Context: an optimization exercise on an open-source flow, tuned for small area. The choices shown serve that exercise and are no tape-out recipe.
Only simulation tests tie the RTL to the original design; equivalence was not proved.
Power is estimated from default activity; no workload was simulated.

`flow/config.mk`:
```
export PLATFORM = sky130hd
export DESIGN_NAME = risc_v_cpu_optimized
export DESIGN_NICKNAME = risc_v_cpu_optimized
export VERILOG_FILES = /design/flow/design.v
export SDC_FILE = /design/flow/constraint.sdc
export NUM_CORES = 8
export LEC_CHECK = 0
export CAP_MARGIN = 20
export CORE_MARGIN = 2
export CORE_UTILIZATION = 60
export SETUP_SLACK_MARGIN = 0.2
export SLEW_MARGIN = 20
export SYNTH_HIERARCHICAL = 1
```
`flow/constraint.sdc`:
```
create_clock -name core_clock -period 13.0 [get_ports {clk}]
set_input_delay 2.6000 -clock core_clock [delete_from_list [all_inputs] [get_ports {clk}]]
set_output_delay 2.6000 -clock core_clock [all_outputs]
set_load 0.01 [all_outputs]
```
`flow/design.v`:
```
module immediate_gen_optimized (
    input  wire [31:7] i,
    input  wire        m,
    input  wire [2:0]  k,
    output wire [31:0] imm
);
    wire fs = m & k[0];                      
    wire fb = !m & (k == 3'd5);              
    wire fu = !m & (k == 3'd2 || k == 3'd4); 
    wire fj = !m & (k == 3'd6);              
    wire s = i[31];
    assign imm[0]     = (fs | fb | fu | fj) ? (fs & i[7]) : i[20];
    assign imm[4:1]   = fu ? 4'b0 : (fs | fb) ? i[11:8] : i[24:21];
    assign imm[10:5]  = fu ? 6'b0 : i[30:25];
    assign imm[11]    = fu ? 1'b0 : fb ? i[7] : fj ? i[20] : s;
    assign imm[19:12] = (fu | fj) ? i[19:12] : {8{s}};
    assign imm[30:20] = fu ? i[30:20] : {11{s}};
    assign imm[31]    = s;
endmodule
module control_unit (
    input  wire [31:0] instr,
    output wire        m,
    output reg  [2:0]  k,
    output wire [4:0]  rd
);
    wire [6:0] op = instr[6:0];
    wire is_load  = (op == 7'b0000011);
    wire is_store = (op == 7'b0100011);
    wire is_csr   = (op == 7'b1110011) && (instr[14:12] != 3'b000);
    reg  known;
    always @(*) begin
        known = 1'b1;
        k     = 3'd0;
        case (op)
            7'b0010011: k = 3'd0;
            7'b0110011: k = 3'd1;
            7'b0110111: k = 3'd2;
            7'b0010111: k = 3'd4;
            7'b1100011: k = 3'd5;
            7'b1101111: k = 3'd6;
            7'b1100111: k = 3'd7;
            7'b0000011: k = 3'd0;
            7'b0100011: k = 3'd1;
            default: begin
                k     = is_csr ? 3'd3 : 3'd0;
                known = is_csr;
            end
        endcase
    end
    assign m  = is_load | is_store;
    assign rd = known ? instr[11:7] : 5'd0;
endmodule
module rf_read_port (
    input  wire [31:1]     sel,
    input  wire [32*32-1:0] q,       
    output wire [31:0]     data
);
    genvar b, g;
    generate for (b = 0; b < 32; b = b + 1) begin : bt
        wire [10:0] n;
        for (g = 0; g < 10; g = g + 1) begin : grp
            c_a222oi u (
                .a1(sel[3*g+1]), .a2(q[32*(3*g+1)+b]),
                .b1(sel[3*g+2]), .b2(q[32*(3*g+2)+b]),
                .c1(sel[3*g+3]), .c2(q[32*(3*g+3)+b]),
                .y(n[g])
            );
        end
        c_nand2 u31 (.a(sel[31]), .b(q[32*31+b]), .y(n[10]));
        wire h0, h1, h2;
        c_nand4 o0 (.a(n[0]), .b(n[1]), .c(n[2]), .d(n[3]), .y(h0));
        c_nand4 o1 (.a(n[4]), .b(n[5]), .c(n[6]), .d(n[7]), .y(h1));
        c_nand3 o2 (.a(n[8]), .b(n[9]), .c(n[10]), .y(h2));
        c_or3   o3 (.a(h0), .b(h1), .c(h2), .y(data[b]));
    end endgenerate
endmodule
module c_xor2  (input wire a, b, output wire y); assign y = a ^ b;  endmodule
module c_xnor2 (input wire a, b, output wire y); assign y = ~(a ^ b); endmodule
module c_and2  (input wire a, b, output wire y); assign y = a & b;  endmodule
module c_or2   (input wire a, b, output wire y); assign y = a | b;  endmodule
module c_nand2 (input wire a, b, output wire y); assign y = ~(a & b); endmodule
module c_a21o  (input wire a1, a2, b1, output wire y); assign y = (a1 & a2) | b1; endmodule
module c_a21oi (input wire a1, a2, b1, output wire y); assign y = ~((a1 & a2) | b1); endmodule
module c_a22oi (input wire a1, a2, b1, b2, output wire y); assign y = ~((a1 & a2) | (b1 & b2)); endmodule
module c_a222oi (input wire a1, a2, b1, b2, c1, c2, output wire y);
    assign y = ~((a1 & a2) | (b1 & b2) | (c1 & c2));
endmodule
module c_and4  (input wire a, b, c, d, output wire y); assign y = a & b & c & d; endmodule
module c_nand3 (input wire a, b, c, output wire y); assign y = ~(a & b & c); endmodule
module c_nand4 (input wire a, b, c, d, output wire y); assign y = ~(a & b & c & d); endmodule
module c_or3   (input wire a, b, c, output wire y); assign y = a | b | c; endmodule
module c_mux2i (input wire a0, a1, s, output wire y); assign y = ~(s ? a1 : a0); endmodule
module c_ha (input wire a, b, output wire s, co); assign s = a ^ b; assign co = a & b; endmodule
module add_ripple #(parameter N = 32) (
    input  wire [N-1:0] x,
    input  wire [N-1:0] y,
    input  wire         cin,
    output wire [N-1:0] s,
    output wire [N-1:0] p,
    output wire [N-1:0] g
);
    wire [N:0] c;
    assign c[0] = cin;
    genvar i;
    generate for (i = 0; i < N; i = i + 1) begin : b
        c_xor2 up (.a(x[i]), .b(y[i]), .y(p[i]));
        c_and2 ug (.a(x[i]), .b(y[i]), .y(g[i]));
        c_a21o uc (.a1(p[i]), .a2(c[i]), .b1(g[i]), .y(c[i+1]));
        c_xor2 us (.a(p[i]), .b(c[i]), .y(s[i]));
    end endgenerate
endmodule
module add_cla32 (
    input  wire [31:0] x,
    input  wire [31:0] y,
    input  wire        cin,
    output wire [31:0] s,
    output wire [31:0] p,
    output wire [31:0] g
);
    wire [32:0] c;
    wire [8:0]  bc;           
    assign bc[0] = cin;
    genvar i, k;
    generate for (i = 0; i < 32; i = i + 1) begin : pg
        c_xor2 up (.a(x[i]), .b(y[i]), .y(p[i]));
        c_and2 ug (.a(x[i]), .b(y[i]), .y(g[i]));
        c_xor2 us (.a(p[i]), .b(c[i]), .y(s[i]));
    end endgenerate
    generate for (k = 0; k < 8; k = k + 1) begin : blk
        assign c[4*k] = bc[k];
        c_a21o c1 (.a1(p[4*k]),   .a2(c[4*k]),   .b1(g[4*k]),   .y(c[4*k+1]));
        c_a21o c2 (.a1(p[4*k+1]), .a2(c[4*k+1]), .b1(g[4*k+1]), .y(c[4*k+2]));
        c_a21o c3 (.a1(p[4*k+2]), .a2(c[4*k+2]), .b1(g[4*k+2]), .y(c[4*k+3]));
        if (k < 7) begin : la
            wire bp, t1, t2, bg;
            c_and4 ubp (.a(p[4*k]), .b(p[4*k+1]), .c(p[4*k+2]), .d(p[4*k+3]), .y(bp));
            c_a21o ut1 (.a1(p[4*k+1]), .a2(g[4*k]),   .b1(g[4*k+1]), .y(t1));
            c_a21o ut2 (.a1(p[4*k+2]), .a2(t1),       .b1(g[4*k+2]), .y(t2));
            c_a21o ubg (.a1(p[4*k+3]), .a2(t2),       .b1(g[4*k+3]), .y(bg));
            c_a21o ubc (.a1(bp),       .a2(bc[k]),    .b1(bg),       .y(bc[k+1]));
        end
    end endgenerate
endmodule
module inc_ripple #(parameter N = 32) (
    input  wire [N-1:0] q,
    input  wire         inc,
    output wire [N-1:0] s
);
    wire [N:0] c;
    assign c[0] = inc;
    genvar i;
    generate for (i = 0; i < N; i = i + 1) begin : b
        if (i == N - 1) begin : top
            c_xor2 ux (.a(q[i]), .b(c[i]), .y(s[i]));
        end else begin : h
            c_ha u (.a(q[i]), .b(c[i]), .s(s[i]), .co(c[i+1]));
        end
    end endgenerate
endmodule
module alu_optimized (
    input  wire [31:0] a,
    input  wire [31:0] rs2,
    input  wire [31:0] imm,
    input  wire        use_imm,
    input  wire        sub,
    input  wire        left,      
    input  wire        fill,      
    output wire [31:0] sum,
    output wire [31:0] p,         
    output wire [31:0] g,         
    output wire [31:0] shr,       
    output wire        eq,        
    output wire        lt,
    output wire        ltu
);
    wire [31:0] bn, bp;
    genvar i;
    generate for (i = 0; i < 32; i = i + 1) begin : src
        c_mux2i um (.a0(rs2[i]), .a1(imm[i]), .s(use_imm), .y(bn[i]));
        c_xnor2 ux (.a(bn[i]), .b(sub), .y(bp[i]));
    end endgenerate
    add_cla32 add (.x(a), .y(bp), .cin(sub), .s(sum), .p(p), .g(g));
    assign eq  = &p;
    wire sgn_ne = ~p[31];
    assign lt  = sgn_ne ? a[31]  : sum[31];
    assign ltu = sgn_ne ? ~a[31] : sum[31];
    wire [31:0] x0n;      
    generate for (i = 0; i < 32; i = i + 1) begin : rv
        c_mux2i u (.a0(a[i]), .a1(a[31-i]), .s(left), .y(x0n[i]));
    end endgenerate
    wire [31:0] st [0:5];
    assign st[0] = x0n;
    genvar k;
    generate for (k = 0; k < 5; k = k + 1) begin : stg
        wire fk = (k % 2 == 0) ? ~fill : fill;    
        for (i = 0; i < 32; i = i + 1) begin : m
            if (i + (1 << k) < 32) begin : in
                c_mux2i u (.a0(st[k][i + (1 << k)]), .a1(st[k][i]), .s(bn[k]), .y(st[k+1][i]));
            end else begin : fl
                c_mux2i u (.a0(fk), .a1(st[k][i]), .s(bn[k]), .y(st[k+1][i]));
            end
        end
    end endgenerate
    assign shr = st[5];
endmodule
module branch_unit_optimized (
    input  wire [2:0] funct3,
    input  wire       eq,
    input  wire       lt,
    input  wire       ltu,
    output wire       taken
);
    assign taken = funct3[2] ? ((funct3[1] ? ltu : lt) ^ funct3[0])
                             : (!funct3[1] & (eq ^ funct3[0]));
endmodule
module risc_v_cpu_optimized #(
    parameter DATA_WIDTH = 32,
    parameter ADDR_WIDTH = 32,
    parameter REG_FILE_ADDR_WIDTH = 5
) (
    input  wire                      clk,
    input  wire                      rst_n,
    output wire [ADDR_WIDTH-1:0]     imem_addr,
    output wire                      imem_req,
    input  wire [DATA_WIDTH-1:0]     imem_data,
    input  wire                      imem_ready,
    output wire [ADDR_WIDTH-1:0]     dmem_addr,
    output wire [DATA_WIDTH-1:0]     dmem_wdata,
    output wire [3:0]                dmem_wstrb,
    output wire                      dmem_req,
    output wire                      dmem_we,
    input  wire [DATA_WIDTH-1:0]     dmem_rdata,
    input  wire                      dmem_ready,
    output wire [31:0]               cycle_count,
    output wire [31:0]               instr_count,
    output wire [31:0]               stall_count,
    output wire [31:0]               branch_count,
    output wire [31:0]               branch_taken_count
);
    genvar gi;
    reg [31:0] lnk;           
    reg        if_v, id_v;
    reg        if_m, id_m;
    reg [2:0]  if_k, id_k;
    reg [31:7] if_i, id_i;
    reg [31:0] cyc_q, ins_q, stl_q, brc_q, brt_q;
    reg        brt_p;         
    wire       f_m;
    wire [2:0] f_k;
    wire [4:0] f_rd;
    control_unit pre (.instr(imem_data), .m(f_m), .k(f_k), .rd(f_rd));
    wire [2:0] f3  = id_i[14:12];
    wire [4:0] rd  = id_i[11:7];
    wire [4:0] rs1 = id_i[19:15];
    wire [4:0] rs2 = id_i[24:20];
    wire c_load   = id_m & !id_k[0];
    wire c_store  = id_m & id_k[0];
    wire c_opimm  = !id_m & (id_k == 3'd0);
    wire c_op     = !id_m & (id_k == 3'd1);
    wire c_lui_sys= !id_m & (id_k[2:1] == 2'b01);
    wire c_auipc  = !id_m & (id_k == 3'd4);
    wire c_branch = !id_m & (id_k == 3'd5);
    wire c_jump   = !id_m & (id_k[2:1] == 2'b11);
    wire c_alu    = c_op | c_opimm;
    wire stall_id = id_m & !dmem_ready;
    wire fetch    = imem_ready & !stall_id;
    wire [31:0] imm;
    immediate_gen_optimized immgen (.i(id_i), .m(id_m), .k(id_k), .imm(imm));
    wire [31:0]      rs1_data, rs2_data, rd_data;
    wire             wr = id_v & !stall_id & !c_store & !c_branch & (rd != 5'd0);
    reg  [31:1]      vld;
    wire [31:1]      rf_we, sel1, sel2;
    wire [32*32-1:0] rf_q;
    wire             rd1_en = !c_lui_sys;      
    assign rf_q[31:0] = 32'b0;
    generate for (gi = 1; gi < 32; gi = gi + 1) begin : R
        reg [31:0] q;
        assign rf_we[gi] = wr && (rd == gi);
        always @(posedge clk)
            if (rf_we[gi]) q <= rd_data;
        always @(posedge clk or negedge rst_n)
            if (!rst_n) vld[gi] <= 1'b0;
            else if (rf_we[gi]) vld[gi] <= 1'b1;
        assign rf_q[32*gi +: 32] = q;
        assign sel1[gi] = vld[gi] && rd1_en && (rs1 == gi);
        assign sel2[gi] = vld[gi] && (rs2 == gi);
    end endgenerate
    rf_read_port rp1 (.sel(sel1), .q(rf_q), .data(rs1_data));
    rf_read_port rp2 (.sel(sel2), .q(rf_q), .data(rs2_data));
    wire use_imm = id_m | c_opimm | c_lui_sys;
    wire sub = c_branch | (c_alu & (f3[2:1] == 2'b01)) |
               (c_op & (f3 == 3'b000) & id_i[30]);
    wire [31:0] sum, p, g, shr;
    wire eq, lt, ltu;
    alu_optimized alu (
        .a(rs1_data), .rs2(rs2_data), .imm(imm),
        .use_imm(use_imm), .sub(sub),
        .left(!f3[2]), .fill(f3[2] & id_i[30] & rs1_data[31]),
        .sum(sum), .p(p), .g(g), .shr(shr),
        .eq(eq), .lt(lt), .ltu(ltu)
    );
    wire taken;
    branch_unit_optimized bru (.funct3(f3), .eq(eq), .lt(lt), .ltu(ltu), .taken(taken));
    wire flush = id_v & (c_jump | (c_branch & taken));
    wire [31:0] pc;
    assign pc[1:0] = lnk[1:0];
    inc_ripple #(30) pcinc (.q(lnk[31:2]), .inc(if_v), .s(pc[31:2]));
    wire [31:0] tx;       
    wire [32:0] ty;
    assign ty[0] = 1'b0;
    generate for (gi = 0; gi < 32; gi = gi + 1) begin : csa
        if (gi < 2) begin : lo
            c_xor2 ux (.a(lnk[gi]), .b(imm[gi]), .y(tx[gi]));
            c_and2 uy (.a(lnk[gi]), .b(imm[gi]), .y(ty[gi+1]));
        end else begin : hi
            c_xnor2 ux (.a(lnk[gi]), .b(imm[gi]), .y(tx[gi]));
            c_or2   uy (.a(lnk[gi]), .b(imm[gi]), .y(ty[gi+1]));
        end
    end endgenerate
    wire [31:0] target;
    wire [31:1] tp_unused, tg_unused;
    assign target[0] = tx[0];
    add_ripple #(31) tadd (.x(tx[31:1]), .y(ty[31:1]), .cin(1'b0),
                           .s(target[31:1]), .p(tp_unused), .g(tg_unused));
    assign dmem_addr  = sum;
    assign dmem_wdata = rs2_data;
    assign dmem_req   = id_m & id_v;
    assign dmem_we    = id_k[0];
    wire [1:0] ba = sum[1:0];
    reg  [3:0] wstrb;
    always @(*) begin
        case (f3)
            3'b000:  wstrb = 4'b0001 << ba;
            3'b001:  wstrb = ba[1] ? 4'b1100 : 4'b0011;
            default: wstrb = 4'b1111;
        endcase
    end
    assign dmem_wstrb = wstrb;
    wire ld_word = f3[1];
    wire ld_half = !f3[1] & f3[0];
    wire ld_byte = !f3[1] & !f3[0];
    wire e_l0 = c_load & (ld_word | (ld_half & !ba[1]) | (ld_byte & (ba == 2'd0)));
    wire e_l1 = c_load & ld_byte & (ba == 2'd1);
    wire e_l2 = c_load & ((ld_half & ba[1]) | (ld_byte & (ba == 2'd2)));
    wire e_l3 = c_load & ld_byte & (ba == 2'd3);
    wire e_h0 = c_load & (ld_word | (ld_half & !ba[1]));
    wire e_h1 = c_load & ld_half & ba[1];
    wire e_w  = c_load & ld_word;
    wire sbit = ld_half ? (ba[1] ? dmem_rdata[31] : dmem_rdata[15])
                        : (ba[1] ? (ba[0] ? dmem_rdata[31] : dmem_rdata[23])
                                 : (ba[0] ? dmem_rdata[15] : dmem_rdata[7]));
    wire e_fhi  = c_load & !ld_word & !f3[2];              
    wire e_fmid = e_fhi & ld_byte;                          
    wire e_sum  = (c_alu & (f3 == 3'b000)) | c_lui_sys;
    wire e_shr  = c_alu & (f3[1:0] == 2'b01) & f3[2];
    wire e_shl  = c_alu & (f3[1:0] == 2'b01) & !f3[2];
    wire e_xo   = c_alu & f3[2] & !f3[0];                  
    wire e_ao   = c_alu & f3[2] & f3[1];                   
    wire e_slt  = c_alu & (f3[2:1] == 2'b01);
    wire slt_v  = f3[0] ? ltu : lt;
    generate for (gi = 0; gi < 32; gi = gi + 1) begin : wb
        wire n0, n1, n2;
        wire lx;
        c_a222oi u0 (.a1(e_sum), .a2(sum[gi]), .b1(e_shr), .b2(shr[gi]),
                     .c1(e_shl), .c2(shr[31-gi]), .y(n0));
        c_a222oi u1 (.a1(c_jump), .a2(lnk[gi]), .b1(c_auipc), .b2(target[gi]),
                     .c1(e_xo), .c2(p[gi]), .y(n1));
        if (gi < 8) begin : b0
            wire n3, n4;
            c_a222oi u2 (.a1(e_ao), .a2(g[gi]), .b1(e_l0), .b2(dmem_rdata[gi]),
                         .c1(e_l1), .c2(dmem_rdata[gi+8]), .y(n2));
            if (gi == 0) begin : s
                c_a222oi u3 (.a1(e_l2), .a2(dmem_rdata[gi+16]), .b1(e_l3), .b2(dmem_rdata[gi+24]),
                             .c1(e_slt), .c2(slt_v), .y(n3));
            end else begin : ns
                c_a22oi  u3 (.a1(e_l2), .a2(dmem_rdata[gi+16]), .b1(e_l3), .b2(dmem_rdata[gi+24]), .y(n3));
            end
            c_nand4 uo (.a(n0), .b(n1), .c(n2), .d(n3), .y(rd_data[gi]));
        end else if (gi < 16) begin : b1
            wire n3;
            c_a222oi u2 (.a1(e_ao), .a2(g[gi]), .b1(e_h0), .b2(dmem_rdata[gi]),
                         .c1(e_h1), .c2(dmem_rdata[gi+16]), .y(n2));
            c_nand2  u3 (.a(e_fmid), .b(sbit), .y(n3));
            c_nand4 uo (.a(n0), .b(n1), .c(n2), .d(n3), .y(rd_data[gi]));
        end else begin : b2
            c_a222oi u2 (.a1(e_ao), .a2(g[gi]), .b1(e_w), .b2(dmem_rdata[gi]),
                         .c1(e_fhi), .c2(sbit), .y(n2));
            c_nand3 uo (.a(n0), .b(n1), .c(n2), .y(rd_data[gi]));
        end
    end endgenerate
    always @(posedge clk or negedge rst_n) begin
        if (!rst_n) begin
            lnk <= 32'h00001000;
        end else if (flush) begin
            lnk <= target;
        end else if (!stall_id) begin
            lnk <= pc;
        end
    end
    always @(posedge clk or negedge rst_n) begin
        if (!rst_n) begin
            if_v <= 1'b0;
            if_m <= 1'b0;
            id_v <= 1'b0;
            id_m <= 1'b0;
        end else if (!stall_id) begin
            if_v <= fetch & !flush;
            if_m <= flush ? 1'b0 : fetch ? f_m : if_m;
            id_v <= if_v & !flush;
            id_m <= if_m & !flush;
        end
    end
    always @(posedge clk) begin
        if (!stall_id) begin
            if_k <= f_k;
            if_i <= {imem_data[31:12], f_rd};
            id_k <= if_k;
            id_i <= if_i;
        end
    end
    assign imem_addr = pc;
    assign imem_req  = fetch & rst_n;
    wire [31:0] cyc_n, ins_n, stl_n, brc_n, brt_n;
    inc_ripple #(32) ic0 (.q(cyc_q), .inc(1'b1),                      .s(cyc_n));
    inc_ripple #(32) ic1 (.q(ins_q), .inc(id_v & !stall_id),          .s(ins_n));
    inc_ripple #(32) ic2 (.q(stl_q), .inc(!imem_ready | stall_id),    .s(stl_n));
    inc_ripple #(32) ic3 (.q(brc_q), .inc(id_v & c_branch),           .s(brc_n));
    inc_ripple #(32) ic4 (.q(brt_q), .inc(brt_p),                     .s(brt_n));
    always @(posedge clk or negedge rst_n) begin
        if (!rst_n) begin
            cyc_q <= 32'h0;
            ins_q <= 32'h0;
            stl_q <= 32'h0;
            brc_q <= 32'h0;
            brt_q <= 32'h0;
            brt_p <= 1'b0;
        end else begin
            cyc_q <= cyc_n;
            ins_q <= ins_n;
            stl_q <= stl_n;
            brc_q <= brc_n;
            brt_q <= brt_n;
            brt_p <= id_v & c_branch & taken;
        end
    end
    assign cycle_count        = cyc_q;
    assign instr_count        = ins_q;
    assign stall_count        = stl_q;
    assign branch_count       = brc_q;
    assign branch_taken_count = brt_n;
endmodule
```
`flow/flow/run.sh`:
```
#!/bin/bash
# Standard layout (the standard.sh: the standard synthesis and ORFS flow)
# with two changes: input/output ports are buffered with buf_1 instead of
# the resizer's default pick, and the clock tree uses clkbuf_8 buffers with
# explicit sink clusters and no dummy loads.
set -euo pipefail
export BUFFER_PORTS_ARGS="-buffer_cell sky130_fd_sc_hd__buf_1"
export CTS_ARGS="-sink_clustering_enable -repair_clock_nets -dont_use_dummy_load -buf_list sky130_fd_sc_hd__clkbuf_8 -sink_clustering_size 18 -sink_clustering_max_diameter 50"
bash standard.sh > standard.log 2>&1
```
`flow/standard.sh`:
```
#!/bin/bash
# synth_recipe.tcl (not shown) runs the flow's synth.tcl, then flattens the netlist and writes it again
# the make line also repeats each setting of config.mk as NAME=value (left out here)
make -C /OpenROAD-flow-scripts/flow DESIGN_CONFIG=/design/flow/config.mk WORK_HOME=/design/flow/orfs CLKGATE_MAP_FILE= SYNTH_SCRIPT=/design/flow/synth_recipe.tcl "${@:-finish}"
```
==> results of run 1 <==
==> how the worst max path moves through the flow <==
stage	startpoint	end	depth (start not counted)
2_1_floorplan	id_k[0]	dmem_addr[31]	20
3_3_place_gp	dmem_ready	stl_q[31]	37
3_5_place_dp	dmem_ready	stl_q[31]	37
4_1_cts	id_i[22]	dmem_addr[27]	23
5_1_grt	id_i[22]	dmem_addr[27]	23
6_report	id_i[22]	dmem_addr[31]	24
==> power by group through the flow <==
stage / Sequential [mW] / Combinational, mW / Clock [mW]
after floorplan: 5.05 / 1.25 / 0
after global placement: 5.06 / 2.11 / 0
after detailed placement: 5.07 / 2.18 / 0
final: 4.98 / 2.29 / 1.98
after global routing: 4.99 / 2.36 / 2.13
after CTS: 4.98 / 2.19 / 1.98
==> layer usage <==
metal / vias up / share of wire / wire length, um
li1: 17400 / - / -
met1: 21600 / 0.33 / 72200
met2: 4350 / 0.42 / 92100
met3: 881 / 0.16 / 34700
met4: 14 / 0.086 / 18800
met5: - / 0.00047 / 103
==> cell usage in the layout (no fill, tap or decap), types with 65 or more instances in the layout <==
| cell type | instances |
|---|---|
| edfxtp_1 | 1048 |
| a222oi_1 | 738 |
| buf_1 | 329 |
| dfrtp_1 | 227 |
| mux2i_1 | 220 |
| ha_1 | 184 |
| buf_4 | 153 |
| nand4_1 | 152 |
| xor2_1 | 134 |
| clkbuf_8 | 108 |
| and2_1 | 103 |
| nand2_1 | 99 |
| a21o_1 | 95 |
| nand3_1 | 79 |
| or3_1 | 65 |
==> state kept, by name, indices dropped and copies added (netlist names), 3 cells and up <==
register / cells
R.q: 992
brc_q: 32
brt_q: 32
cyc_q: 32
id_i: 25
id_k: 3
if_i: 25
if_k: 3
ins_q: 32
lnk: 32
stl_q: 32
vld: 31
==> through the flow <==
stage	area (sq um)	setup WS (ns)	utilization	power (mW)
final	63000	2.09	0.664	9.24
after global routing	62900	1.96	0.663	9.48
after CTS	62900	2.29	0.663	9.15
after detailed placement	61400	2.60	0.648	7.25
after global placement	61400	2.72	0.647	7.17
after floorplan	57400	0.337	-	6.30
==> area by class of cell <==
class / instances / area (sq um)
antenna: 12 / 30.0
clock buffer: 108 / 1490
fill: 6703 / 31900
inverter: 12 / 45.0
multi-input combinational: 2312 / 20200
sequential: 1276 / 37200
tap: 1265 / 1580
timing repair buffer: 483 / 2390
==> worst max-delay path: cells and delay by family (launching register included) <==
family | cells | cell delay, ns
simple gates | 6 | 2.47
compound gates | 11 | 2.16
buf+inv | 3 | 1.17
xor+xnor | 3 | 0.98
flops | 1 | 0.56
mux | 1 | 0.09
==> results.json, run 1 <==
{
  "status": "complete, no violations",
  "stdcell_count": 5468,
  "area_growth_pct": 9.76,
  "whs_endpoint": "id_i[18]",
  "grt_pass1_wl_mm": 302,
  "path_cells": "nor2b_1 -> nor2b_1 -> and3_1 -> buf_4 -> a222oi_1 -> nand4_1 -> or3_1 -> mux2i_4 -> buf_4 -> xnor2_1 -> xor2_1 -> and4_1 -> a21o_1 -> a21o_1 -> a21o_1 -> a21o_1 -> a21o_1 -> a21o_1 -> a21o_1 -> a21o_1 -> a21o_1 -> a21o_1 -> xor2_1 -> buf_1",
  "cp_data_arrival_time_ns": 8.31,
  "die_area_sq_um": 98100,
  "clk_path_buf_depth": 3,
  "vias_per_cell": 8.08,
  "power_density_nw_per_um2": 147,
  "io_buffers": 330,
  "synth_area_per_cell_sq_um": 15.8,
  "crit_type": "reg2out",
  "synth.cell_area_sq_um": 57400,
  "ir_worst_vdd_mv": 0.137,
  "seqPwrFrac": 0.539,
  "grt_max_degree": 81,
  "final_antenna_net_count": 0,
  "postCtsHoldBufs": 0,
  "finalHoldViolCount": 0,
  "track_usage": 0.432,
  "dp_hpwl_mm": 139,
  "core_area_sq_um": 94900,
  "ios": 331,
  "total_switching_power_mw": 3.01,
  "grtUsageMet2": 0.621,
  "numClockSinks": 1276,
  "worstPathRequired_ns": 10.40,
  "rows": 113,
  "p_int_mw": 6.24,
  "relSlewSlack": 0.246,
  "syn_inst": 3634,
  "hold_path_startpoint": "if_i[18]",
  "crit_path_end_kind": "output pin",
  "cap_violations": 0,
  "tns_ns": 0,
  "cp_slowest_cell": "and3_1",
  "root_buffer": "clkbuf_8",
  "hold_class": "reg2reg",
  "comb_power_share": 0.247,
  "gp_congestion": 0.986,
  "grt-busiest-layer": "met2",
  "slew_violations": 0,
  "cts_tree": "yes",
  "r2r_cells": 38,
  "clk_latency_ns": 0.87,
  "wirelength_mm": 218,
  "h-tree-depth": 3,
  "yosys_warnings": 9,
  "rsz0062_at_grt": "no",
  "clk_pin_slew_worst_paths_ns": 0.09,
  "grt_overflow": 0,
  "power_leakage_nw": 24.3,
  "cts_resized": 0,
  "antenna_found_initial": 19,
  "cp_common_cell": "a21o_1",
  "holdPathStages": 0,
  "start_kind": "register",
  "drc": 0,
  "numPlacedInstances": 5348,
  "timing.final.crit_share": 0.839,
  "dr.pass1.iters": 15,
  "start_util": 0.605,
  "vias": 44200,
  "die_w_um": 313,
  "r2r_start": "id_k[1]",
  "switching_share": 0.325,
  "grt_pass1_vias": 42200,
  "clock_skew_ns": 0.142,
  "setup_viol": 0,
  "critPathMaxStageDelay_ns": 0.85,
  "die_h_um": 313,
  "fin_nets": 4445,
  "cts_buffers": 108,
  "wl_per_cell_um": 39.9,
  "path_max_fanout": 33,
  "use_met3": 0.141,
  "worst_pin_slew_ns": 1.13,
  "fin_crit_ns": 10.91,
  "drive_above_1_share": 0.0911,
  "drt_iter0_markers": 10800,
  "post_cts_buffers": 0,
  "max_freq_mhz": 91.6,
  "met1_usage": 0.557,
  "power.share.clock": 0.214,
  "r2r_end": "R[17].q[31]",
  "fin_hold_ws_ns": 0.414,
  "r2r_slack_ns": 3.42
}
==> run 2, diff against run 1 <==
--- a/flow/design.v
+++ b/flow/design.v
@@ -195,2 +195,3 @@
         wire fk = (k % 2 == 0) ? ~fill : fill;    
+        wire sfk = ~bn[k] & fk;                   
         for (i = 0; i < 32; i = i + 1) begin : m
@@ -199,3 +200,3 @@
             end else begin : fl
-                c_mux2i u (.a0(fk), .a1(st[k][i]), .s(bn[k]), .y(st[k+1][i]));
+                c_a21oi u (.a1(bn[k]), .a2(st[k][i]), .b1(sfk), .y(st[k+1][i]));
             end
==> flow/flow/run.sh (replaced) <==
#!/bin/bash
# Standard layout (the standard.sh: the standard synthesis and ORFS flow)
# with these changes:
#  - input/output ports are buffered with buf_1 instead of the resizer's
#    default pick;
#  - the clock tree uses clkbuf_4 buffers with explicit sink clusters and
#    no dummy loads;
#  - after global routing, gates on paths with positive slack are
#    downsized (ORFS RECOVER_POWER).
set -euo pipefail
export BUFFER_PORTS_ARGS="-buffer_cell sky130_fd_sc_hd__buf_1"
export CTS_ARGS="-sink_clustering_enable -repair_clock_nets -dont_use_dummy_load -buf_list sky130_fd_sc_hd__clkbuf_4 -sink_clustering_size 10 -sink_clustering_max_diameter 35"
export RECOVER_POWER=100
bash standard.sh > standard.log 2>&1
==> run 2 against run 1 <==
The layout now fails its checks (capacitance limit, slew limit); clock skew up 0.071 ns; worst hold slack worse by 0.025 ns; sequential power up 1%; core utilization down 0.49 points; highest routed layer unchanged.
==> results.json, run 2 <==
{
  "status": "finished with violations",
  "so.violations": "capacitance limit, slew limit",
  "hold_class": "reg2reg",
  "syn_inst": 3638,
  "area_growth_pct": 8.99,
  "fin_nets": 4524,
  "vias_per_cell": 8.00,
  "worstPathRequired_ns": 10.40,
  "wl_per_cell_um": 38.8,
  "setup_viol": 0,
  "max_freq_mhz": 86.2,
  "dr.pass1.iters": 14,
  "timing.final.crit_share": 0.892,
  "synth.cell_area_sq_um": 57300,
  "rows": 113,
  "drc": 0,
  "cts_buffers": 179,
  "largest-register": "R.q",
  "power_leakage_nw": 23.9,
  "numClockSinks": 1276,
  "ios": 331,
  "fillers": 6851,
  "start_kind": "register",
  "cp_common_cell": "a21o_1",
  "cpLargestDelayFamily": "simple AND/OR/NAND/NOR gates",
  "drt_iter0_markers": 9800,
  "postCtsHoldBufs": 0,
  "h-tree-depth": 4,
  "tns_ns": 0,
  "die_w_um": 313,
  "power_density_nw_per_um2": 147,
  "grt_overflow": 0,
  "path_max_fanout": 20,
  "antenna_found_initial": 17,
  "crit_path_end_kind": "output pin",
  "dp_hpwl_mm": 137,
  "path_cells": "nor3b_1 -> nor4b_1 -> and3_1 -> clkbuf_1 -> a222oi_1 -> nand4_1 -> or3_1 -> xor2_1 -> and4_1 -> a21o_1 -> a21o_1 -> a21o_1 -> a21o_1 -> a21o_1 -> a21o_1 -> a21o_1 -> xor2_1 -> buf_1",
  "final_cell_mix": "edfxtp_1 (1048), a222oi_1 (738), buf_1 (325), dfrtp_1 (227), mux2i_1 (189)",
  "gp_congestion": 0.984,
  "start_util": 0.604,
  "fin_crit_ns": 11.59,
  "cts_resized": 0,
  "wirelength_mm": 216,
  "worstPathBufferInverterCount": 2,
  "cts_tree": "yes",
  "drive_above_1_share": 0.0925,
  "clk_pin_slew_worst_paths_ns": 0.10,
  "track_usage": 0.430,
  "post_cts_buffers": 0,
  "relSlewSlack": -3.66,
  "fin_hold_ws_ns": 0.389,
  "grt_pass1_vias": 43000,
  "final_antenna_net_count": 0,
  "crit_type": "reg2out",
  "synth_area_per_cell_sq_um": 15.8,
  "die_h_um": 313,
  "layout_commonest_cell": "edfxtp_1",
  "io_buffers": 330,
  "cp_data_arrival_time_ns": 8.99,
  "clk_latency_ns": 1.23,
  "die_area_sq_um": 98100,
  "finalHoldViolCount": 0,
  "clk_path_buf_depth": 3,
  "core_area_sq_um": 94900,
  "clock_skew_ns": 0.214,
  "grt_max_degree": 148,
  "ir_worst_vdd_mv": 0.0965,
  "root_buffer": "clkbuf_4",
  "worst_pin_slew_ns": 6.99,
  "numPlacedInstances": 5356,
  "cp_slowest_cell": "nor3b_1",
  "grt_pass1_wl_mm": 300,
  "slew_violations": 2207,
  "yosys_warnings": 9,
  "critPathMaxStageDelay_ns": 1.00,
  "rsz0062_at_grt": "no",
  "cap_violations": 65,
  "stdcell_count": 5558,
  "largest_reg_flops": 992,
  "vias": 44500
}
## run 2: area by class of cell
type,instances,area (sq um),share of cell area
antenna,23,57.6,0.000921
multi-input combinational,2317,20100,0.322
tap,1265,1580,0.0253
clock buffer,179,1340,0.0215
timing repair buffer,487,2150,0.0343
sequential,1276,37200,0.595
inverter,11,41.3,0.000661
## run 2: path summary, 6_finish.rpt
| check | cells past startpoint | to | startpoint | slack (ns) |
|---|---|---|---|---|
| hold reg to reg | 0 | id_k[2] | if_k[2] | 0.39 |
| min in group asynchronous | 1 | brc_q[18] | rst_n | 2.07 |
| setup reg to reg | 26 | lnk[0] | id_k[1] | 2.23 |
| setup / recovery | 18 | dmem_addr[31] | id_k[1] | 1.41 |
| max in group asynchronous | 2 | vld[20] | rst_n | 2.94 |
| hold / removal | 0 | id_k[2] | if_k[2] | 0.39 |
## run 2: routing by layer
layer,share of wire,global-route usage,vias to the layer above
met4,0.089,0.306,8
met2,0.43,0.633,4493
met5,0.00094,0.0111,-
li1,-,-,17700
met3,0.16,0.138,915
met1,0.33,0.540,21400
## run 2: worst reg2reg max path, cell delays in order (launching register included)
cell and delay [ns]:
edfxtp_1 0.83, nor3b_1 1.01, nor4b_1 0.30, and3_1 0.55, clkbuf_1 0.60, a222oi_1 0.58, nand4_1 0.56, or3_1 0.70
xor2_1 0.62, and4_1 0.28, a21o_1 0.23, a21o_1 0.22, a21o_1 0.26, a21o_1 0.19, a21o_1 0.16, a21o_1 0.15
a21o_1 0.13, xor2_1 0.32, nand2_1 0.11, o21ai_0 0.15, mux2i_1 0.16, xnor2_1 0.17, a21o_1 0.16, a21oi_1 0.14
nor2_2 0.18, clkbuf_1 1.45, mux2_2 0.46
## run 2: power breakdown
part           switching [mW]  internal [mW]
Clock                    1.25          0.628
Combinational            1.65          0.609
Sequential              0.111           4.92
Total                    3.01           6.15
## run 2: through the flow
| step | utilization | instance area (sq um) | setup slack [ns] | power, mW |
|---|---|---|---|---|
| 3_5_place_dp | 0.648 | 61400 | 3.21 | 7.29 |
| 2_1_floorplan | - | 57300 | 0.298 | 6.34 |
| 6_report | 0.659 | 62500 | 1.41 | 9.17 |
| 5_1_grt | 0.658 | 62500 | 1.05 | 9.45 |
| 3_3_place_gp | 0.648 | 61400 | 3.37 | 7.22 |
| 4_1_cts | 0.662 | 62800 | 2.20 | 9.11 |
==> run 3, diff against run 2 <==
--- a/flow/design.v
+++ b/flow/design.v
@@ -6,14 +6,33 @@
 );
-    wire fs = m & k[0];                      
-    wire fb = !m & (k == 3'd5);              
-    wire fu = !m & (k == 3'd2 || k == 3'd4); 
-    wire fj = !m & (k == 3'd6);              
-    wire s = i[31];
-    assign imm[0]     = (fs | fb | fu | fj) ? (fs & i[7]) : i[20];
-    assign imm[4:1]   = fu ? 4'b0 : (fs | fb) ? i[11:8] : i[24:21];
-    assign imm[10:5]  = fu ? 6'b0 : i[30:25];
-    assign imm[11]    = fu ? 1'b0 : fb ? i[7] : fj ? i[20] : s;
-    assign imm[19:12] = (fu | fj) ? i[19:12] : {8{s}};
-    assign imm[30:20] = fu ? i[30:20] : {11{s}};
-    assign imm[31]    = s;
+    wire fS  = m & k[0];                                
+    wire fB  = !m & (k == 3'd5);                        
+    wire fU  = !m & (k == 3'd2 || k == 3'd4);           
+    wire fJ  = !m & (k == 3'd6);                        
+    wire fI  = !(fS | fB | fU | fJ);                    
+    wire fIS = fI | fS;
+    wire fIJ = fI | fJ;
+    wire fSB = fS | fB;
+    wire fUJ = fU | fJ;
+    wire s   = i[31];
+    wire s_nU  = s & !fU;                               
+    wire s_nUJ = s & !fUJ;                              
+    wire nU    = !fU;
+    genvar b;
+    c_a22o u0 (.a1(fI), .a2(i[20]), .b1(fS), .b2(i[7]), .y(imm[0]));
+    generate for (b = 1; b < 5; b = b + 1) begin : lo
+        c_a22o u (.a1(fIJ), .a2(i[b+20]), .b1(fSB), .b2(i[b+7]), .y(imm[b]));
+    end endgenerate
+    generate for (b = 5; b < 11; b = b + 1) begin : md
+        c_and2 u (.a(nU), .b(i[b+20]), .y(imm[b]));
+    end endgenerate
+    wire n11;
+    c_a222oi u11 (.a1(fIS), .a2(s), .b1(fB), .b2(i[7]), .c1(fJ), .c2(i[20]), .y(n11));
+    c_inv    u11i (.a(n11), .y(imm[11]));
+    generate for (b = 12; b < 20; b = b + 1) begin : hi
+        c_a21o u (.a1(fUJ), .a2(i[b]), .b1(s_nUJ), .y(imm[b]));
+    end endgenerate
+    generate for (b = 20; b < 31; b = b + 1) begin : up
+        c_a21o u (.a1(fU), .a2(i[b]), .b1(s_nU), .y(imm[b]));
+    end endgenerate
+    assign imm[31] = s;
 endmodule
@@ -76,2 +95,3 @@
 endmodule
+module c_inv   (input wire a, output wire y); assign y = ~a; endmodule
 module c_xor2  (input wire a, b, output wire y); assign y = a ^ b;  endmodule
@@ -82,2 +102,3 @@
 module c_a21o  (input wire a1, a2, b1, output wire y); assign y = (a1 & a2) | b1; endmodule
+module c_a22o  (input wire a1, a2, b1, b2, output wire y); assign y = (a1 & a2) | (b1 & b2); endmodule
 module c_a21oi (input wire a1, a2, b1, output wire y); assign y = ~((a1 & a2) | b1); endmodule
@@ -88,2 +109,3 @@
 module c_and4  (input wire a, b, c, d, output wire y); assign y = a & b & c & d; endmodule
+module c_and3  (input wire a, b, c, output wire y); assign y = a & b & c; endmodule
 module c_nand3 (input wire a, b, c, output wire y); assign y = ~(a & b & c); endmodule
@@ -270,3 +292,3 @@
     wire [31:0]      rs1_data, rs2_data, rd_data;
-    wire             wr = id_v & !stall_id & !c_store & !c_branch & (rd != 5'd0);
+    wire             wr = id_v & !stall_id & !c_store & !c_branch;    
     reg  [31:1]      vld;
@@ -276,5 +298,19 @@
     assign rf_q[31:0] = 32'b0;
+    wire [3:0] a1l, a2l, wl;
+    wire [7:0] a1h, a2h, wh;
+    generate for (gi = 0; gi < 4; gi = gi + 1) begin : pdl
+        assign a1l[gi] = rd1_en && (rs1[1:0] == gi);
+        assign a2l[gi] = (rs2[1:0] == gi);
+        assign wl[gi]  = wr && (rd[1:0] == gi);
+    end endgenerate
+    generate for (gi = 0; gi < 8; gi = gi + 1) begin : pdh
+        assign a1h[gi] = (rs1[4:2] == gi);
+        assign a2h[gi] = (rs2[4:2] == gi);
+        assign wh[gi]  = (rd[4:2] == gi);
+    end endgenerate
     generate for (gi = 1; gi < 32; gi = gi + 1) begin : R
         reg [31:0] q;
-        assign rf_we[gi] = wr && (rd == gi);
+        wire vld_n;
+        c_and2 uw (.a(wl[gi % 4]), .b(wh[gi / 4]), .y(rf_we[gi]));
+        c_or2  uv (.a(vld[gi]), .b(rf_we[gi]), .y(vld_n));
         always @(posedge clk)
@@ -283,6 +319,6 @@
             if (!rst_n) vld[gi] <= 1'b0;
-            else if (rf_we[gi]) vld[gi] <= 1'b1;
+            else vld[gi] <= vld_n;
         assign rf_q[32*gi +: 32] = q;
-        assign sel1[gi] = vld[gi] && rd1_en && (rs1 == gi);
-        assign sel2[gi] = vld[gi] && (rs2 == gi);
+        c_and3 u1 (.a(vld[gi]), .b(a1l[gi % 4]), .c(a1h[gi / 4]), .y(sel1[gi]));
+        c_and3 u2 (.a(vld[gi]), .b(a2l[gi % 4]), .c(a2h[gi / 4]), .y(sel2[gi]));
     end endgenerate
@@ -391,2 +427,10 @@
     end endgenerate
+    wire        lnk_go = !flush & !stall_id;
+    wire [31:0] lnk_n;
+    generate for (gi = 0; gi < 32; gi = gi + 1) begin : ln
+        wire y;
+        c_a222oi um (.a1(flush), .a2(target[gi]), .b1(stall_id), .b2(lnk[gi]),
+                     .c1(lnk_go), .c2(pc[gi]), .y(y));
+        c_inv    ui (.a(y), .y(lnk_n[gi]));
+    end endgenerate
     always @(posedge clk or negedge rst_n) begin
@@ -394,6 +438,4 @@
             lnk <= 32'h00001000;
-        end else if (flush) begin
-            lnk <= target;
-        end else if (!stall_id) begin
-            lnk <= pc;
+        end else begin
+            lnk <= lnk_n;
         end
--- a/flow/flow/run.sh
+++ b/flow/flow/run.sh
@@ -6,5 +6,3 @@
 #  - the clock tree uses clkbuf_4 buffers with explicit sink clusters and
-#    no dummy loads;
-#  - after global routing, gates on paths with positive slack are
-#    downsized (ORFS RECOVER_POWER).
+#    no dummy loads.
 set -euo pipefail
@@ -12,3 +10,2 @@
 export CTS_ARGS="-sink_clustering_enable -repair_clock_nets -dont_use_dummy_load -buf_list sky130_fd_sc_hd__clkbuf_4 -sink_clustering_size 10 -sink_clustering_max_diameter 35"
-export RECOVER_POWER=100
 bash standard.sh > standard.log 2>&1
==> run 3 against run 2 <==
The run now finishes clean; sequential power is 0.8% lower; non-clock buffer count down 19; worst hold slack lost 0.0035 ns; count of clock-buffer cells in the layout up 1; die area decreased by 0.90%; critical endpoint unchanged; highest routed layer unchanged.
==> results.json, run 3 <==
{
  "vias_per_cell": 8.05,
  "clk_path_buf_depth": 3,
  "grt_pass1_vias": 41900,
  "track_usage": 0.435,
  "syn_inst": 3590,
  "ios": 331,
  "drc": 0,
  "finalWorstSetupSlack_ns": 1.83,
  "drt_iter0_markers": 12000,
  "relSlewSlack": 0.228,
  "numPlacedInstances": 5304,
  "area_growth_pct": 9.49,
  "synth_area_per_cell_sq_um": 15.8,
  "rows": 112,
  "core_area_sq_um": 93600,
  "start_kind": "register",
  "cap_violations": 0,
  "largest_reg_flops": 992,
  "power_leakage_nw": 24.3,
  "cts_resized": 0,
  "gp_congestion": 1.00,
  "die_h_um": 312,
  "grt_max_degree": 88,
  "layout_commonest_cell": "edfxtp_1",
  "cts_tree": "yes",
  "wirelength_mm": 217,
  "root_buffer": "clkbuf_4",
  "ir_worst_vdd_mv": 0.117,
  "tns_ns": 0,
  "slew_violations": 0,
  "stdcell_count": 5504,
  "vias": 44300,
  "largest-register": "R.q",
  "post_cts_buffers": 0,
  "clk_latency_ns": 1.21,
  "setup_viol": 0,
  "crit_path_end_kind": "output pin",
  "timing.final.crit_share": 0.859,
  "wl_per_cell_um": 39.4,
  "die_w_um": 312,
  "hold_class": "reg2reg",
  "dp_hpwl_mm": 143,
  "grt_overflow": 0,
  "drive_above_1_share": 0.101,
  "dr.pass1.iters": 15,
  "die_area_sq_um": 97200,
  "fin_crit_ns": 11.17,
  "clk_pin_slew_worst_paths_ns": 0.10,
  "cp_data_arrival_time_ns": 8.57,
  "numClockSinks": 1276,
  "path_max_fanout": 34,
  "antenna_found_initial": 18,
  "synth.cell_area_sq_um": 56800,
  "fillers": 6707,
  "status": "complete, no violations",
  "finalHoldViolCount": 0,
  "final_antenna_net_count": 0,
  "h-tree-depth": 4,
  "io_buffers": 330,
  "yosys_warnings": 9,
  "power_density_nw_per_um2": 148,
  "start_util": 0.607,
  "postCtsHoldBufs": 0,
  "crit_type": "reg2out",
  "place_ws_ns": 3.27,
  "fin_nets": 4484,
  "clock_skew_ns": 0.207,
  "grt_pass1_wl_mm": 302,
  "final_cell_mix": "edfxtp_1 (1048), a222oi_1 (770), buf_1 (329), dfrtp_1 (227), mux2i_1 (189)",
  "worst_pin_slew_ns": 1.16,
  "cts_buffers": 180,
  "max_freq_mhz": 89.5,
  "rsz0062_at_grt": "no",
  "worstPathRequired_ns": 10.40
}
## run 3: critical path: stages (launching register included)
cell and delay, ns:
edfxtp_1 0.53, nand2_1 0.13, nor2_1 0.15, and3_1 0.56, buf_4 0.39, a222oi_1 0.51
nand4_1 0.37, or3_1 0.53, mux2i_4 0.16, buf_4 0.49, xnor2_1 0.17, xor2_1 0.27
a21o_1 0.22, a21o_1 0.15, a21o_1 0.15, a21o_1 0.22, a21o_1 0.23, a21o_1 0.23
a21o_1 0.21, a21o_1 0.20, a21o_1 0.23, a21o_1 0.21, a21o_1 0.20, a21o_1 0.19
a21o_1 0.17, xor2_1 0.29, buf_1 0.22
## run 3: routing by layer
layer	vias to the layer above	wire, um	global-route usage	part of all wire
met5	-	95	0	0.00044
li1	17500	-	-	-
met1	21400	72500	0.575	0.33
met2	4642	91900	0.633	0.42
met3	810	36000	0.137	0.17
met4	10	16600	0.261	0.076
## run 3: where the power goes
| part | internal [mW] | leakage [nW] | switching (mW) |
|---|---|---|---|
| sequential | 4.86 | 12.8 | 0.131 |
| combinational | 0.635 | 10.7 | 1.68 |
| clock | 0.631 | 0.828 | 1.28 |
## run 3: layout make-up
cell class / count / area [sq um] / share of cell area
well taps: 1254 / 1570 / 0.0252
flip-flops and latches: 1276 / 37200 / 0.598
clock buffers: 180 / 1350 / 0.0217
inverters: 44 / 165 / 0.00266
diodes: 20 / 50.0 / 0.000805
repair buffers: 468 / 2290 / 0.0368
multi-input cells: 2262 / 19600 / 0.315
## run 3: worst paths after layout
| kind | start | endpoint | slack [ns] | cells past startpoint |
|---|---|---|---|---|
| worst max-delay path | id_i[23] | dmem_addr[31] | 1.83 | 26 |
| worst min-delay path | if_k[2] | id_k[2] | 0.39 | 0 |
| worst max register to register | id_m | R[28].q[30] | 3.07 | 37 |
| worst min register to register | if_k[2] | id_k[2] | 0.39 | 0 |
| max in group asynchronous | rst_n | ins_q[1] | 9.57 | 3 |
| min in group asynchronous | rst_n | lnk[9] | 1.46 | 1 |
## run 3: stage by stage
stage               hold slack (ns)  instance area, sq um  power (mW)  utilization
finish                        0.386                 62200        9.22        0.664
CTS                           0.384                 62100        9.13        0.664
global placement              0.407                 60800        7.24        0.649
floorplan                     0.400                 56800        6.30            -
global route                  0.390                 62200        9.47        0.664
detailed placement            0.405                 60800        7.29        0.649
==> run 4, diff against run 3 <==
--- a/flow/flow/run.sh
+++ b/flow/flow/run.sh
@@ -9,3 +9,3 @@
 export BUFFER_PORTS_ARGS="-buffer_cell sky130_fd_sc_hd__buf_1"
-export CTS_ARGS="-sink_clustering_enable -repair_clock_nets -dont_use_dummy_load -buf_list sky130_fd_sc_hd__clkbuf_4 -sink_clustering_size 10 -sink_clustering_max_diameter 35"
+export CTS_ARGS="-sink_clustering_enable -repair_clock_nets -dont_use_dummy_load -buf_list sky130_fd_sc_hd__clkbuf_4 -sink_clustering_size 10 -sink_clustering_max_diameter 45"
 bash standard.sh > standard.log 2>&1
==> run 4 against run 3 <==
Clock power shrank 5%; final cell count shrank 0.35%; sequential cell count is the same; clock skew shrank 0.023 ns; sequential power is essentially flat; global-route usage shrank 0.10 points; critical path depth is the same; combinational power is essentially flat; worst hold slack gained 0.028 ns; critical path type unchanged; critical endpoint unchanged; largest cell class unchanged; highest routed layer unchanged.
==> results.json, run 4 <==
{
  "root_buffer": "clkbuf_4",
  "io_buffers": 330,
  "largest_reg_flops": 992,
  "setup_viol": 0,
  "clk_pin_slew_worst_paths_ns": 0.11,
  "worst_pin_slew_ns": 1.17,
  "cts_tree": "yes",
  "core_area_sq_um": 93600,
  "path_max_fanout": 34,
  "ios": 331,
  "cp_slowest_cell": "and3_1",
  "layout_commonest_cell": "edfxtp_1",
  "drt_iter0_markers": 12200,
  "cpLargestDelayFamily": "compound AO/OA/AOI/OAI gates",
  "grt_pass1_vias": 41700,
  "postCtsHoldBufs": 0,
  "grt_overflow": 0,
  "post_cts_buffers": 0,
  "power_leakage_nw": 24.2,
  "track_usage": 0.434,
  "highest_layer": "met5",
  "finalHoldViolCount": 0,
  "clk_path_buf_depth": 3,
  "critPathMaxStageDelay_ns": 0.57,
  "crit_path_end_kind": "output pin",
  "final_antenna_net_count": 0,
  "timing.final.crit_share": 0.866,
  "drc": 0,
  "numClockSinks": 1276,
  "relSlewSlack": 0.220,
  "tns_ns": 0,
  "numPlacedInstances": 5304,
  "die_h_um": 312,
  "final_cell_mix": "edfxtp_1 (1048), a222oi_1 (770), buf_1 (329), dfrtp_1 (227), mux2i_1 (189)",
  "fin_crit_ns": 11.25,
  "vias_per_cell": 8.10,
  "max_freq_mhz": 88.9,
  "power.share.clock": 0.198,
  "total_switching_power_mw": 3.08,
  "worstPathRequired_ns": 10.40,
  "status": "complete, no violations",
  "die_w_um": 312,
  "cp_data_arrival_time_ns": 8.65,
  "switching_share": 0.337,
  "grt_max_degree": 88,
  "antenna_found_initial": 16,
  "wl_met2_mm": 92.0,
  "hold_class": "reg2reg",
  "p_int_mw": 6.05,
  "power_density_nw_per_um2": 147,
  "finalWorstSetupSlack_ns": 1.75,
  "rsz0062_at_grt": "no",
  "drive_above_1_share": 0.0958,
  "wirelength_mm": 217,
  "cts_resized": 0,
  "clock_skew_ns": 0.184,
  "h-tree-depth": 4,
  "fin_nets": 4461,
  "cap_violations": 0,
  "wl_per_cell_um": 39.5,
  "synth.cell_area_sq_um": 56800,
  "die_area_sq_um": 97200,
  "dr.pass1.iters": 20,
  "largest-register": "R.q",
  "stdcell_count": 5485,
  "place_ws_ns": 3.27,
  "vias": 44400,
  "cp_common_cell": "a21o_1",
  "start_kind": "register",
  "comb_power_share": 0.255,
  "synth_area_per_cell_sq_um": 15.8,
  "ir_worst_vdd_mv": 0.0952,
  "crit_type": "reg2out",
  "clk_latency_ns": 1.20,
  "rows": 112,
  "grt_pass1_wl_mm": 301,
  "dp_hpwl_mm": 143,
  "slew_violations": 0,
  "syn_inst": 3590,
  "area_growth_pct": 9.20,
  "yosys_warnings": 9,
  "gp_congestion": 1.00,
  "drt-met1-wl_mm": 72.8,
  "start_util": 0.607,
  "seqPwrFrac": 0.547,
  "worstPathBufferInverterCount": 3,
  "cts_buffers": 157,
  "wl_met3_mm": 35.2
}
-- run 4: power groups by stage --
stage	sequential (mW)	combinational (mW)	clock, mW
floorplan	5.06	1.25	0
global placement	5.07	2.16	0
detailed placement	5.08	2.22	0
CTS	4.99	2.22	1.81
global route	5.01	2.39	1.97
finish	5.00	2.33	1.81
-- run 4: path summary, 6_finish.rpt --
kind	startpoint	to	slack [ns]	depth (start not counted)
max	id_i[23]	dmem_addr[31]	1.75	26
min	if_k[2]	id_k[2]	0.41	0
max reg2reg	id_m	R[31].q[30]	3.17	36
min reg2reg	if_k[2]	id_k[2]	0.41	0
max in group asynchronous	rst_n	ins_q[1]	9.56	3
min in group asynchronous	rst_n	lnk[8]	1.46	1
-- run 4: area by class of cell --
class	count	area, sq um
inverters	44	165
multi-input cells	2262	19600
clock buffers	157	1180
fillers	6728	31600
repair buffers	468	2290
well taps	1254	1570
diodes	24	60.1
flip-flops and latches	1276	37200
-- run 4: metrics by stage --
| step | cell area, sq um | hold slack [ns] | utilization | power, mW |
|---|---|---|---|---|
| floorplan | 56800 | 0.400 | - | 6.30 |
| global placement | 60800 | 0.407 | 0.649 | 7.24 |
| detailed placement | 60800 | 0.405 | 0.649 | 7.29 |
| CTS | 62000 | 0.407 | 0.662 | 9.03 |
| global route | 62000 | 0.418 | 0.663 | 9.37 |
| finish | 62000 | 0.414 | 0.663 | 9.13 |
-- run 4: per-layer routing --
layer / global-route usage / vias to the layer above
met3: 0.128 / 824
met5: 0.00346 / -
li1: - / 17400
met1: 0.578 / 21600
met4: 0.258 / 12
met2: 0.634 / 4598
==> run 5, diff against run 4 <==
--- a/flow/design.v
+++ b/flow/design.v
@@ -165,2 +165,40 @@
 endmodule
+module add_ripple_nc #(parameter N = 32) (
+    input  wire [N-1:0] x,
+    input  wire [N-1:0] y,
+    output wire [N-1:0] s
+);
+    wire [N:0] c;
+    genvar i;
+    generate for (i = 0; i < N; i = i + 1) begin : b
+        wire p, g;
+        c_xor2 up (.a(x[i]), .b(y[i]), .y(p));
+        if (i == 0) begin : f
+            assign s[i] = p;
+            c_and2 ug (.a(x[i]), .b(y[i]), .y(c[i+1]));
+        end else begin : r
+            if (i < N - 1) begin : cc
+                c_and2 ug (.a(x[i]), .b(y[i]), .y(g));
+                c_a21o uc (.a1(p), .a2(c[i]), .b1(g), .y(c[i+1]));
+            end
+            c_xor2 us (.a(p), .b(c[i]), .y(s[i]));
+        end
+    end endgenerate
+endmodule
+module inc1_ripple #(parameter N = 32) (
+    input  wire [N-1:0] q,
+    output wire [N-1:0] s
+);
+    wire [N:0] c;
+    genvar i;
+    c_inv u0 (.a(q[0]), .y(s[0]));
+    assign c[1] = q[0];
+    generate for (i = 1; i < N; i = i + 1) begin : b
+        if (i == N - 1) begin : top
+            c_xor2 ux (.a(q[i]), .b(c[i]), .y(s[i]));
+        end else begin : h
+            c_ha u (.a(q[i]), .b(c[i]), .s(s[i]), .co(c[i+1]));
+        end
+    end endgenerate
+endmodule
 module inc_ripple #(parameter N = 32) (
@@ -357,6 +395,4 @@
     wire [31:0] target;
-    wire [31:1] tp_unused, tg_unused;
     assign target[0] = tx[0];
-    add_ripple #(31) tadd (.x(tx[31:1]), .y(ty[31:1]), .cin(1'b0),
-                           .s(target[31:1]), .p(tp_unused), .g(tg_unused));
+    add_ripple_nc #(31) tadd (.x(tx[31:1]), .y(ty[31:1]), .s(target[31:1]));
     assign dmem_addr  = sum;
@@ -399,3 +435,2 @@
         wire n0, n1, n2;
-        wire lx;
         c_a222oi u0 (.a1(e_sum), .a2(sum[gi]), .b1(e_shr), .b2(shr[gi]),
@@ -405,3 +440,3 @@
         if (gi < 8) begin : b0
-            wire n3, n4;
+            wire n3;
             c_a222oi u2 (.a1(e_ao), .a2(g[gi]), .b1(e_l0), .b2(dmem_rdata[gi]),
@@ -466,3 +501,3 @@
     wire [31:0] cyc_n, ins_n, stl_n, brc_n, brt_n;
-    inc_ripple #(32) ic0 (.q(cyc_q), .inc(1'b1),                      .s(cyc_n));
+    inc1_ripple #(32) ic0 (.q(cyc_q), .s(cyc_n));
     inc_ripple #(32) ic1 (.q(ins_q), .inc(id_v & !stall_id),          .s(ins_n));
==> run 5 against run 4 <==
Critical path type unchanged; final cell count about the same; sequential cell count unchanged; critical path depth unchanged; sequential power about the same; highest routed layer unchanged; cell area about the same.
==> results.json, run 5 <==
{
  "tns_ns": 0,
  "antenna_found_initial": 16,
  "setup_viol": 0,
  "grt_max_degree": 84,
  "met1_usage": 0.574,
  "vias_per_cell": 8.11,
  "fillers": 6822,
  "post_cts_buffers": 0,
  "gp_congestion": 1.04,
  "largest_reg_flops": 992,
  "finalHoldViolCount": 0,
  "yosys_warnings": 9,
  "fin_nets": 4465,
  "die_area_sq_um": 97100,
  "ir_worst_vdd_mv": 0.0970,
  "power_density_nw_per_um2": 146,
  "use_met3": 0.143,
  "power.share.clock": 0.200,
  "switching_share": 0.333,
  "postCtsHoldBufs": 0,
  "stdcell_count": 5482,
  "clock_skew_ns": 0.164,
  "wirelength_mm": 220,
  "syn_inst": 3587,
  "worstPathBufferInverterCount": 3,
  "worst_pin_slew_ns": 1.19,
  "grt-busiest-layer": "met2",
  "final_antenna_net_count": 0,
  "dr.pass1.iters": 14,
  "root_buffer": "clkbuf_4",
  "power_leakage_nw": 24.3,
  "cp_data_arrival_time_ns": 8.37,
  "clk_path_buf_depth": 3,
  "status": "complete, no violations",
  "clk_latency_ns": 1.18,
  "hold_class": "reg2reg",
  "io_buffers": 330,
  "crit_path_end_kind": "output pin",
  "dp_hpwl_mm": 143,
  "max_freq_mhz": 91.2,
  "vias": 44500,
  "cap_violations": 0,
  "cts_buffers": 157,
  "comb_power_share": 0.250,
  "cts_resized": 0,
  "numPlacedInstances": 5309,
  "grt_pass1_wl_mm": 306,
  "total_switching_power_mw": 3.00,
  "grt_pass1_vias": 42700,
  "clk_pin_slew_worst_paths_ns": 0.10,
  "final_cell_mix": "edfxtp_1 (1048), a222oi_1 (770), buf_1 (329), dfrtp_1 (227), mux2i_1 (189)",
  "cts_tree": "yes",
  "path_max_fanout": 34,
  "drive_above_1_share": 0.0983,
  "core_area_sq_um": 93600,
  "ios": 331,
  "track_usage": 0.444,
  "area_growth_pct": 9.26,
  "relSlewSlack": 0.208,
  "synth.cell_area_sq_um": 56800,
  "drc": 0,
  "h-tree-depth": 4,
  "wl_per_cell_um": 40.1,
  "drt_iter0_markers": 11300,
  "layout_commonest_cell": "edfxtp_1",
  "grtUsageMet2": 0.648,
  "cp_common_cell": "a21o_1",
  "numClockSinks": 1276,
  "start_util": 0.607,
  "synth_area_per_cell_sq_um": 15.8,
  "cpLargestDelayFamily": "compound AO/OA/AOI/OAI gates",
  "worstPathRequired_ns": 10.40,
  "largest-register": "R.q",
  "rows": 112,
  "start_kind": "register",
  "crit_type": "reg2out",
  "grt_overflow": 0,
  "critPathMaxStageDelay_ns": 0.56,
  "die_w_um": 312,
  "timing.final.crit_share": 0.844,
  "seqPwrFrac": 0.550,
  "fin_crit_ns": 10.97,
  "rsz0062_at_grt": "no",
  "slew_violations": 0,
  "p_int_mw": 6.03,
  "die_h_um": 312,
  "cp_slowest_cell": "and3_1"
}
-- run 5: cell types whose count changed in the layout (fill, tap and decap cells not counted), sizes merged --
cell	change
buf	+10
diode	-8
conb	-3
a21o	-1
ha	-1
inv	+1
xor2	-1
-- run 5: stage by stage --
step | power (mW) | area, sq um | setup slack [ns] | hold slack [ns] | util
2_1_floorplan | 6.27 | 56800 | 2.64 | 0.400 | -
3_3_place_gp | 7.14 | 60800 | 3.18 | 0.405 | 0.650
3_5_place_dp | 7.21 | 60800 | 3.07 | 0.405 | 0.650
4_1_cts | 8.94 | 62000 | 2.14 | 0.386 | 0.662
5_1_grt | 9.28 | 62000 | 1.82 | 0.379 | 0.663
6_report | 9.03 | 62000 | 2.03 | 0.387 | 0.663
-- run 5: power groups by stage --
stage	registers (mW)	clock network [mW]	logic, mW
detailed placement	5.06	0	2.16
global placement	5.05	0	2.09
finish	4.97	1.80	2.26
CTS	4.97	1.81	2.16
global route	4.98	1.97	2.33
floorplan	5.03	0	1.23
-- run 5: final cells by class --
class / count / area [sq um] / share of cell area
well taps: 1254 / 1570 / 0.0253
diodes: 16 / 40.0 / 0.000645
repair buffers: 478 / 2360 / 0.0380
clock buffers: 157 / 1180 / 0.0190
flip-flops and latches: 1276 / 37200 / 0.599
inverters: 45 / 169 / 0.00272
multi-input cells: 2256 / 19600 / 0.315
-- run 5: worst paths after layout --
path | startpoint | to | slack [ns] | cells after the start
worst max-delay path | id_i[24] | dmem_addr[31] | 2.03 | 26
worst min-delay path | if_i[19] | id_i[19] | 0.39 | 0
worst max register to register | id_i[24] | lnk[31] | 3.14 | 37
worst min register to register | if_i[19] | id_i[19] | 0.39 | 0
max in group asynchronous | rst_n | lnk[14] | 9.43 | 3
min in group asynchronous | rst_n | if_v | 1.46 | 1
-- run 5: routing by layer --
| layer | up-vias | part of all wire |
|---|---|---|
| met5 | - | 0.00040 |
| met4 | 12 | 0.082 |
| met3 | 916 | 0.17 |
| met2 | 4528 | 0.42 |
| met1 | 21600 | 0.33 |
| li1 | 17500 | - |

port drivers added, routing unchanged:
Ports are ideal in the flow. The routed layouts listed here were re-timed in OpenROAD.
Step 1, drivers: a clkbuf_16 drives clk and a buf_2 each remaining input, both assumed.
Step 2 adds t to the input delays and takes it off the output delays; t is the mean of the earliest and latest rising clock arrival at the registers after step 1. Input paths then give back, and output paths get back, about the clock's delay inside the block.
Slacks: no drivers / after step 1 / after step 2; pairs: no drivers / after step 1.
run | t, ns | setup WS [ns] | worst setup path after step 2 | worst slew at a driven data input, ns | cell pins on the clock port's net
run 1 | 0.866 | 2.089 / 2.018 / 2.525 | input to register | 0.06 | 1
run 2 | 1.194 | 1.406 / 1.331 / 1.784 | input, reset recovery | 0.06 | 1
run 3 | 1.175 | 1.827 / 1.761 / 2.936 | register to output | 0.08 | 1
run 4 | 1.177 | 1.746 / 1.679 / 2.856 | register to output | 0.08 | 1
run 5 | 1.164 | 2.030 / 1.965 / 3.125 | input to register | 0.07 | 1
Setup slack includes reset recovery checks.
